Context: an optimization exercise on an open-source flow, tuned for small area. The choices shown serve that exercise and are no tape-out recipe.
In this exercise RTL edits were held to simulation tests only and were not proved equivalent to the original.
No activity file was given, so power comes from the tool's default toggle rates.

## oak
==> flow/design.v <==
module FIFO_sync
(
    input wire       clk,
    input wire       rst,
    input wire       wr_en,      
    input wire [7:0] din,        
    input wire       rd_en,      
    output reg       valid,      
    output reg [7:0] dout,       
    output wire      empty,      
    output wire      full        
    );
reg [7:0] mem[15:0];
reg [4:0] count;         
reg       valid_reg;
wire [3:0] lo_n, hi_n;
wire [15:0] rsel;
fifo_or2    u_l0 (.a(count[0]), .b(count[1]), .y(lo_n[0]));
fifo_nand2b u_l1 (.a_n(count[1]), .b(count[0]), .y(lo_n[1]));
fifo_nand2b u_l2 (.a_n(count[0]), .b(count[1]), .y(lo_n[2]));
fifo_nand2  u_l3 (.a(count[0]), .b(count[1]), .y(lo_n[3]));
fifo_or2    u_h0 (.a(count[2]), .b(count[3]), .y(hi_n[0]));
fifo_nand2b u_h1 (.a_n(count[3]), .b(count[2]), .y(hi_n[1]));
fifo_nand2b u_h2 (.a_n(count[2]), .b(count[3]), .y(hi_n[2]));
fifo_nand2  u_h3 (.a(count[2]), .b(count[3]), .y(hi_n[3]));
genvar k, b;
generate
    for (k = 0; k < 16; k = k + 1) begin : g_sel
        fifo_nor2 u_sel (.a(lo_n[k % 4]), .b(hi_n[k / 4]), .y(rsel[k]));
    end
endgenerate
assign full  = count[4];
wire nz_lo;
fifo_inv  u_nz    (.a(rsel[0]), .y(nz_lo));
fifo_nor2 u_empty (.a(nz_lo), .b(count[4]), .y(empty));
wire wr_fire;    
wire rd_fire;    
wire wr_en_n, rd_en_n;
fifo_inv  u_wn (.a(wr_en), .y(wr_en_n));
fifo_inv  u_rn (.a(rd_en), .y(rd_en_n));
fifo_nor2 u_wf (.a(count[4]), .b(wr_en_n), .y(wr_fire));
fifo_nor2 u_rf (.a(empty), .b(rd_en_n), .y(rd_fire));
wire       chg;        
wire       dn;         
wire [3:0] cy;
wire [4:0] count_nx;
fifo_xor2  u_chg (.a(wr_fire), .b(rd_fire), .y(chg));
wire       rd_fire_n;
fifo_inv   u_rfn (.a(rd_fire), .y(rd_fire_n));
fifo_nor2  u_dn  (.a(wr_fire), .b(rd_fire_n), .y(dn));
fifo_ha    u_c0  (.a(count[0]), .b(chg), .s(count_nx[0]), .co(cy[0]));
fifo_fa    u_c1  (.a(count[1]), .b(dn), .ci(cy[0]), .s(count_nx[1]), .co(cy[1]));
fifo_fa    u_c2  (.a(count[2]), .b(dn), .ci(cy[1]), .s(count_nx[2]), .co(cy[2]));
fifo_fa    u_c3  (.a(count[3]), .b(dn), .ci(cy[2]), .s(count_nx[3]), .co(cy[3]));
fifo_o21ba u_c4  (.a1(count[4]), .a2(cy[3]), .b1_n(dn), .x(count_nx[4]));
always @(posedge clk or posedge rst)
begin
    if (rst)
        count <= 5'd0;
    else
        count <= count_nx;
end
wire wr_hold;
fifo_inv u_wh (.a(wr_fire), .y(wr_hold));
wire [7:0] mem_nx [15:0];
genvar r;
generate
    for (r = 0; r < 16; r = r + 1) begin : g_row
        wire [7:0] src = (r == 0) ? din : mem[(r == 0) ? 0 : r - 1];
        for (b = 0; b < 8; b = b + 1) begin : g_bit
            fifo_a22o u_hold (.a1(mem[r][b]), .a2(wr_hold), .b1(src[b]), .b2(wr_fire),
                              .x(mem_nx[r][b]));
        end
        always @(posedge clk)
            mem[r] <= mem_nx[r];
    end
endgenerate
always @(posedge clk or posedge rst)
begin
    if (rst)
    begin
        valid_reg <= 1'b0;
        valid     <= 1'b0;
    end
    else
    begin
        valid_reg <= rd_fire;
        valid     <= valid_reg;
    end
end
wire [7:0] rdata;
generate
    for (b = 0; b < 8; b = b + 1) begin : g_rd
        wire [4:0] y;
        wire       y5, t;
        for (k = 0; k < 5; k = k + 1) begin : g_ao
            fifo_a222oi u_ao (
                .a1(mem[3*k][b]),   .b1(rsel[3*k]),
                .a2(mem[3*k+1][b]), .b2(rsel[3*k+1]),
                .a3(mem[3*k+2][b]), .b3(rsel[3*k+2]),
                .y(y[k]));
        end
        fifo_nand2 u_n15 (.a(mem[15][b]), .b(rsel[15]), .y(y5));
        fifo_and3  u_a3  (.a(y[3]), .b(y[4]), .c(y5), .y(t));
        fifo_nand4 u_n4  (.a(y[0]), .b(y[1]), .c(y[2]), .d(t), .y(rdata[b]));
    end
endgenerate
always @(posedge clk)
    dout <= rdata;
endmodule
module fifo_a222oi (input wire a1, b1, a2, b2, a3, b3, output wire y);
    assign y = ~((a1 & b1) | (a2 & b2) | (a3 & b3));
endmodule
module fifo_nand2 (input wire a, b, output wire y);
    assign y = ~(a & b);
endmodule
module fifo_nand2b (input wire a_n, b, output wire y);
    assign y = ~(~a_n & b);
endmodule
module fifo_or2 (input wire a, b, output wire y);
    assign y = a | b;
endmodule
module fifo_nor2 (input wire a, b, output wire y);
    assign y = ~(a | b);
endmodule
module fifo_and3 (input wire a, b, c, output wire y);
    assign y = a & b & c;
endmodule
module fifo_nand4 (input wire a, b, c, d, output wire y);
    assign y = ~(a & b & c & d);
endmodule
module fifo_xor2 (input wire a, b, output wire y);
    assign y = a ^ b;
endmodule
module fifo_ha (input wire a, b, output wire s, co);
    assign {co, s} = a + b;
endmodule
module fifo_fa (input wire a, b, ci, output wire s, co);
    assign {co, s} = a + b + ci;
endmodule
module fifo_o21ba (input wire a1, a2, b1_n, output wire x);
    assign x = (a1 | a2) & ~b1_n;
endmodule
module fifo_inv (input wire a, output wire y);
    assign y = ~a;
endmodule
module fifo_a22o (input wire a1, a2, b1, b2, output wire x);
    assign x = (a1 & a2) | (b1 & b2);
endmodule
clock: 4.0 ns
lec_check: 0
cap_margin: 20
core_margin: 2
core_utilization: 40
cts_buf_list: sky130_fd_sc_hd__clkbuf_4
slew_margin: 20
synth_hierarchical: 1
synth_minimum_keep_size: 0
run.sh (not shown) runs the stock make flow with config.mk's settings and CLKGATE_MAP_FILE= SYNTH_SCRIPT=/design/flow/synth_recipe.tcl, a recipe that flattens the netlist after the stock synthesis.
## Diff of input files: pine against oak
==> flow/flow/run.sh (new file) <==
#!/bin/bash
# Standard ORFS layout (the standard.sh), with these changes:
#  - CTS inserts no dummy loads and builds the tree from clkbuf_4 cells
#  - port buffering uses buf_1 cells (every port still gets its own buffer)
#  - no pre-placement timing repair at floorplan (it sizes up gates against
#    wire-load estimates; placement-based repair still runs later)
set -euo pipefail
bash standard.sh finish \
  "CTS_ARGS=-sink_clustering_enable -repair_clock_nets -dont_use_dummy_load -buf_list sky130_fd_sc_hd__clkbuf_4" \
  "BUFFER_PORTS_ARGS=-buffer_cell sky130_fd_sc_hd__buf_1" \
  "REMOVE_ABC_BUFFERS=1" \
  > orfs_make.log 2>&1
==> flow/standard.sh (new file) <==
#!/bin/bash
# synth_recipe.tcl (not shown) runs the flow's synth.tcl, then flattens the netlist and writes it again
# the make line also repeats each setting of config.mk as NAME=value (left out here)
make -C /OpenROAD-flow-scripts/flow DESIGN_CONFIG=/design/flow/config.mk WORK_HOME=/design/flow/orfs CLKGATE_MAP_FILE= SYNTH_SCRIPT=/design/flow/synth_recipe.tcl "${@:-finish}"
diff --git a/flow/config.mk b/flow/config.mk
--- a/flow/config.mk
+++ b/flow/config.mk
@@ -9,5 +9,4 @@
 export CORE_MARGIN = 2
 export CORE_UTILIZATION = 40
-export CTS_BUF_LIST = sky130_fd_sc_hd__clkbuf_4
 export SLEW_MARGIN = 20
 export SYNTH_HIERARCHICAL = 1
removed: flow/run.sh
--- outcome ---
oak → pine: post-route total power lower, final cell count decreased 15, area added between synthesis and finish went down, clock-buffer cell count shrank by 1.
Taking oak as the reference, in pine routed wire length higher, detailed-route via count lower, global-route usage lower.

==> afterwards: timing with drivers on the ports <==
Ports are ideal in the flow. The routed layouts listed here were re-timed in OpenROAD. Step 1: set_driving_cell puts a clkbuf_16 on clk and a buf_2 on each other input, an assumption about the parent block. Step 2 moves the port delays by t, midway between the first and last clock arrival at a register: inputs arrive t later, outputs are due t later. That takes back most of the time a late clock gives input paths. Slacks: ideal / step 1 / step 2; pairs: ideal / step 1.
run | t, ns | setup slack, ns | worst data-port slew with drivers (ns) | pins driven straight from the clock port
oak | 0.518 | 0.886 / 0.886 / 0.725 | 0.04 | 1
pine | 0.530 | 0.872 / 0.872 / 0.872 | 0.03 | 1
After both steps every run listed still meets setup and hold. The setup slack of oak, which loses most, moves by 0.000 ns with the drivers and by -0.161 ns with both steps.
